Background: an optimization exercise with open tools, aiming at small area. Do not read the settings as production practice. In this exercise RTL edits were held to simulation tests only and were not proved equivalent to the original. Power figures rest on the tool's default switching activity, not on a simulated workload.

## flow/run.sh

```bash
#!/bin/bash
# synth_recipe.tcl (not shown) runs the flow's synth.tcl, then flattens the netlist and writes it again
# the make line also repeats each setting of config.mk as NAME=value (left out here)
make -C /OpenROAD-flow-scripts/flow DESIGN_CONFIG=/design/flow/config.mk WORK_HOME=/design/flow/orfs CLKGATE_MAP_FILE= SYNTH_SCRIPT=/design/flow/synth_recipe.tcl finish
```

## flow/config.mk

```make
export PLATFORM = sky130hd
export DESIGN_NAME = PE_Matrix
export DESIGN_NICKNAME = PE_Matrix
export VERILOG_FILES = /design/flow/design.v
export SDC_FILE = /design/flow/constraint.sdc
export NUM_CORES = 4
export LEC_CHECK = 0
export CAP_MARGIN = 20
export CORE_MARGIN = 2
export CORE_UTILIZATION = 40
export PLACE_DENSITY = 0.6
export SLEW_MARGIN = 20
```

## flow/constraint.sdc

```tcl
create_clock -name core_clock -period 5.0 [get_ports {clk}]
set_input_delay 1.0000 -clock core_clock [delete_from_list [all_inputs] [get_ports {clk}]]
set_output_delay 1.0000 -clock core_clock [all_outputs]
set_load 0.01 [all_outputs]
```

## flow/design.v

```verilog
module ProcessingElement #(
    parameter FORWARD = 1    
)(
    input wire clk,
    input wire rst,
    input wire enable,
    input wire read_weight,
    input wire read_data,
    input wire forwarding_enable,
    input wire [7:0] data_bus,
    input wire [7:0] weight_bus,
    input wire [7:0] forwarded_input,
    output wire [7:0] forwarded_data,
    output reg [15:0] product_output
);
    reg [7:0] data;
    reg [7:0] weight;
    reg [7:0] forwarded_q;
    always @(posedge clk or posedge rst) begin
        if (rst) begin
            data <= 8'd0;
            weight <= 8'd0;
            product_output <= 16'd0;
        end else if (enable) begin
            if (read_weight) weight <= weight_bus;
            if (read_data) data <= data_bus;
            if (forwarding_enable) data <= forwarded_input;
            product_output <= data * weight;
        end
    end
    generate
        if (FORWARD) begin : g_forward
            always @(posedge clk or posedge rst) begin
                if (rst) forwarded_q <= 8'd0;
                else if (enable) forwarded_q <= data;   
            end
            assign forwarded_data = forwarded_q;
        end else begin : g_no_forward
            assign forwarded_data = 8'd0;
        end
    endgenerate
    (* keep = "true" *) wire [15:0] debug_product_output = product_output;
    (* keep = "true" *) wire [7:0] debug_forwarded_data = forwarded_data;
endmodule
module AccumulatorTree(
    input clk,
    input rst,
    input [15:0] product0, product1, product2, product3, product4, product5, product6, product7, product8, product9, product10, product11,
    input [31:0] partial_sum,   
    output reg [31:0] accumulated_output
);
    reg [31:0] sum0, sum1, sum2, sum3, sum4, sum5;
    reg [31:0] sum6, sum7, sum8;
    always @(posedge clk or posedge rst) begin
        if (rst) begin
            sum0 <= 32'd0;
            sum1 <= 32'd0;
            sum2 <= 32'd0;
            sum3 <= 32'd0;
            sum4 <= 32'd0;
            sum5 <= 32'd0;
            sum6 <= 32'd0;
            sum7 <= 32'd0;
            sum8 <= 32'd0;
            accumulated_output <= 32'd0;
        end else begin
            sum0 <= product0 + product1;
            sum1 <= product2 + product3;
            sum2 <= product4 + product5;
            sum3 <= product6 + product7;
            sum4 <= product8 + product9;
            sum5 <= product10 + product11;
            sum6 <= sum0 + sum1;
            sum7 <= sum2 + sum3;
            sum8 <= sum4 + sum5;
            accumulated_output <= sum6 + sum7 + sum8 + partial_sum;   
        end
    end
endmodule
module PE_Array(
    input clk,
    input [11:0] rst,               
    input [11:0] enable,            
    input [11:0] read_weight,       
    input [11:0] read_data,         
    input [11:0] forwarding_enable, 
    input [7:0] data_bus0,          
    input [7:0] data_bus1,          
    input [7:0] data_bus2,          
    input [7:0] data_bus3,          
    input [7:0] weight_bus,         
    input [31:0] partial_sum,       
    output [31:0] accumulated_output  
);
    wire [15:0] product_outputs[11:0];
    wire [7:0] forwarded_data[11:0];
    genvar i;
    generate
        for (i = 0; i < 12; i = i + 1) begin : pe_block
            ProcessingElement #(.FORWARD(i < 11 ? 1 : 0)) pe(
                .clk(clk),
                .rst(rst[i]),
                .enable(enable[i]),
                .read_weight(read_weight[i]),
                .read_data(read_data[i]),
                .data_bus(data_bus0),  
                .weight_bus(weight_bus),
                .forwarded_input(i == 0 ? 8'd0 : forwarded_data[i-1]),  
                .forwarding_enable(forwarding_enable[i]),
                .forwarded_data(forwarded_data[i]),
                .product_output(product_outputs[i])
            );
        end
    endgenerate
    AccumulatorTree accum_tree(
        .clk(clk),
        .rst(rst[0]),  
        .product0(product_outputs[0]),
        .product1(product_outputs[1]),
        .product2(product_outputs[2]),
        .product3(product_outputs[3]),
        .product4(product_outputs[4]),
        .product5(product_outputs[5]),
        .product6(product_outputs[6]),
        .product7(product_outputs[7]),
        .product8(product_outputs[8]),
        .product9(product_outputs[9]),
        .product10(product_outputs[10]),
        .product11(product_outputs[11]),
        .partial_sum(partial_sum),   
        .accumulated_output(accumulated_output)
    );
endmodule
module PE_Matrix(
    input clk,
    input rst,                 
    input [47:0] enable,       
    input [11:0] read_weight,  
    input [11:0] read_data,    
    input [11:0] forwarding_enable,  
    input [31:0] data_bus,     
    input [31:0] weight_bus,   
    input [127:0] partial_sum,  
    output [127:0] accumulated_output  
);
    genvar i;
    generate
        for (i = 0; i < 4; i = i + 1) begin : pe_array_block
            PE_Array pe_array(
                .clk(clk),
                .rst({12{rst}}),           
                .enable(enable[i*12 +: 12]),
                .read_weight(read_weight),
                .read_data(read_data),
                .forwarding_enable(forwarding_enable),
                .data_bus0(data_bus[7:0]),       
                .data_bus1(data_bus[15:8]),
                .data_bus2(data_bus[23:16]),
                .data_bus3(data_bus[31:24]),
                .weight_bus(weight_bus[i*8+:8]),  
                .partial_sum(partial_sum[i*32+:32]),
                .accumulated_output(accumulated_output[i*32+:32])  
            );
        end
    endgenerate
endmodule
```

==> flow_summary.toml <==
[routing]
wl_met1_mm = 267
drcViolationCount = 0
wl_per_cell_um = 20.0
wl_met3_mm = 28.6
num_vias = 157000
routed_wirelength_mm = 602
met2_length_mm = 283
vias_per_cell = 5.22
first_pass_iters = 5
ant_nets = 0
first_iter_violations = 8955
dr.max_layer_used = "met5"

[clocking]
cts-root-buf = "clkbuf_16"
cts_setup_buffers = 0
clk_pin_slew_worst_paths_ns = 0.06
tritoncts = "done"
insertion_delay_ns = 0.99
cts-resized-gates = 0
clockBufferDepth = 4
cts_buffers = 311
cts.sinks = 2640
postCtsHoldBufs = 0
htreeDepth = 5

[critical_path]
worst-r2r-setup-slack_ns = 0.25
r2r_cells = 15
cp-end-kind = "flop"
required_ns = 5.89
critical_path_arrival_ns = 5.64
critPathKind = "reg -> reg"
startpoint_type = "flop"
worstPathMaxFanout = 10

[sta]
maxSlewViolCount = 0
period_minus_slack_ns = 4.75
slew_headroom = 0.266
clock.fmax_mhz = 210
worst_pin_slew_ns = 1.10
fin_setup_tns_ns = 0
fin_skew_ns = 0.0312
rsz0062_at_grt = "no"
hold_violations = 0
finalCritPeriodShare = 0.951
final.setup.worst_slack_ns = 0.246
whs_ns = 0.470
setup-violations-final = 0

[logic_synthesis]
avgSynthCellArea_um2 = 10.2
synth_nets = 26400
synth_area_um2 = 223000
syn_inst = 21800
yosys_warnings = 4

[global_route]
grt_max_degree = 139
grt_pass1_wl_mm = 950
grt_usage = 0.214
antenna_found_initial = 88
grt_overflow = 0
grt_pass1_vias = 163000

[worst_hold_path]
holdPathEnd = "pe_array_block[1].pe_array.accum_tree.sum7[0]"
min_from = "pe_array_block[1].pe_array.accum_tree.sum3[0]"
hold_class = "reg -> reg"
whs_path_depth = 1

[layout]
final_cells = 30100
drive_gt1_frac = 0.100
area_delta_synth_final_pct = 11.4
n_fill_cell = 52500
multiInputGateArea_um2 = 144000
seq_area_um2 = 66100
nets = 27000

[floorplan]
pin_count = 406
rows = 274
start_util = 0.401
coreArea_um2 = 556000
die_area_um2 = 564000
die_y_um = 751
die_x_um = 751

[power]
p_leak_uw = 0.124
p_int_uw = 85200
combPwrFrac = 0.610
power_frac_seq = 0.233
switching_share = 0.447
power.switching_uw = 68800
p_clk_frac = 0.157
worst_ir_drop_vdd_v = 0.000549
p_per_area_nw_per_um2 = 619

[placement]
io_buffer_count = 381
dp_hpwl_mm = 467
routabilityCongestion = 0.885
place_ws_ns = 0.0500
post-place-cells = 29500

[flow_run]
maxCapViolations = 0

[status]
status = "timing/DRC/antenna clean"
==> flip-flops by register name, indices dropped and copies added (netlist names) <==
signal and cells:
pe_array_block.pe_array.accum_tree.sum8 72, pe_array_block.pe_array.accum_tree.sum4 68, pe_array_block.pe_array.accum_tree.sum7 72, pe_array_block.pe_array.accum_tree.sum1 68
pe_array_block.pe_array.accum_tree.sum0 68, pe_array_block.pe_array.accum_tree.sum6 72, pe_array_block.pe_array.pe_block.pe.weight 384, pe_array_block.pe_array.accum_tree.sum3 68
pe_array_block.pe_array.accum_tree.sum2 68, pe_array_block.pe_array.pe_block.pe.data 384, pe_array_block.pe_array.accum_tree.accumulated_output 128, pe_array_block.pe_array.accum_tree.sum5 68
pe_array_block.pe_array.pe_block.pe.product_output 768, pe_array_block.pe_array.pe_block.pe.forwarded_q 352
==> power groups by stage <==
stage               sequential, uW  clock (uW)  combinational, uW
detailed placement           36200           0              93300
global placement             36200           0              92400
finish                       35900       24200              93800
CTS                          36000       24800              94300
global route                 36700       25600             106000
floorplan                    33400           0              70100
==> metal layers <==
layer | global-route usage | vias up
li1 | - | 73700
met1 | 0.289 | 79600
met2 | 0.354 | 2974
met3 | 0.0295 | 822
met4 | 0.0738 | 28
met5 | 0 | -
==> how the worst max path moves through the flow <==
stage	end	slack, ns	cells past startpoint
after floorplan	async pin	-32.72	1
after global placement	flop	0.09	15
after detailed placement	flop	0.05	15
after CTS	flop	0.08	15
after global routing	flop	0.001	15
final	flop	0.25	15
==> area by class of cell <==
type                    count  area share
clock inverters           141     0.00743
repair buffers            809      0.0297
inverters                3040      0.0459
flip-flops and latches   2640       0.266
well taps                7452      0.0375
clock buffers             419      0.0359
multi-input cells       15600       0.578
diodes                     25    0.000252
==> cells in the final DEF (no fill, tap or decap), drive strengths merged, types with 33 or more instances in the layout <==
master	instances
fa	1908
and3	114
a211o	34
a21o	392
o31a	48
ha	2400
mux2	1185
dfrtp	2640
buf	458
clkinv	66
clkdlybuf4s50	351
nor2	642
and2	2449
o31ai	75
xor2	191
o21a	205
nor4	39
clkbuf	419
mux2i	35
a21boi	43
a31o	33
o21bai	154
nand4	77
or3	55
nand3	163
a211oi	116
xnor2	778
inv	3055
a22o	298
o21ai	900
nand2	1245
a22oi	236
nand2b	98
a31oi	95
a21oi	836
nor3	171
o211ai	51
nor2b	157
bufinv	33
==> critical path, stage by stage (launching register included) <==
cell	delay (ns)
dfrtp_1	0.58
nand2_1	0.13
fa_1	0.49
fa_1	0.49
inv_1	0.05
fa_1	0.47
inv_1	0.05
fa_1	0.48
inv_1	0.05
ha_1	0.31
o21ai_0	0.32
a21oi_1	0.13
o21ai_1	0.29
o21ai_0	0.16
a2111oi_0	0.49
o21bai_1	0.18
==> stage by stage <==
stage / instance area (um2) / util / total power, uW
after global routing: 249000 / 0.447 / 168000
after global placement: 238000 / 0.427 / 129000
after CTS: 249000 / 0.447 / 155000
after floorplan: 223000 / - / 103000
final: 249000 / 0.447 / 154000
after detailed placement: 238000 / 0.427 / 130000

-- afterwards: timing with drivers on the ports --
In the flow no input, the clock included, has a driving cell. The finished layout below was timed again as built, in two steps. Step 1 sets driving cells, clkbuf_16 on the clock port and buf_2 on the other inputs (assumed; they add their load-dependent delay and slew). Step 2 adds t to the input delays and takes it off the output delays; t is the mean of the earliest and latest rising clock arrival at the registers after step 1. Input paths then give back, and output paths get back, about the clock's delay inside the block. Slacks: no drivers / after step 1 / after step 2; pairs: no drivers / after step 1.
t (ns): 1.087
setup WS [ns]: 0.246 / 0.246 / -0.056
hold slack, ns: 0.470 / 0.454 / 0.470
latest minus earliest clock arrival (ns): 0.047 / 0.048
worst data-port slew with drivers (ns): 0.34
Met with ideal ports but missed after step 2: setup timing in this run. The setup slack of this run moves by 0.000 ns with the drivers and by -0.302 ns with both steps.
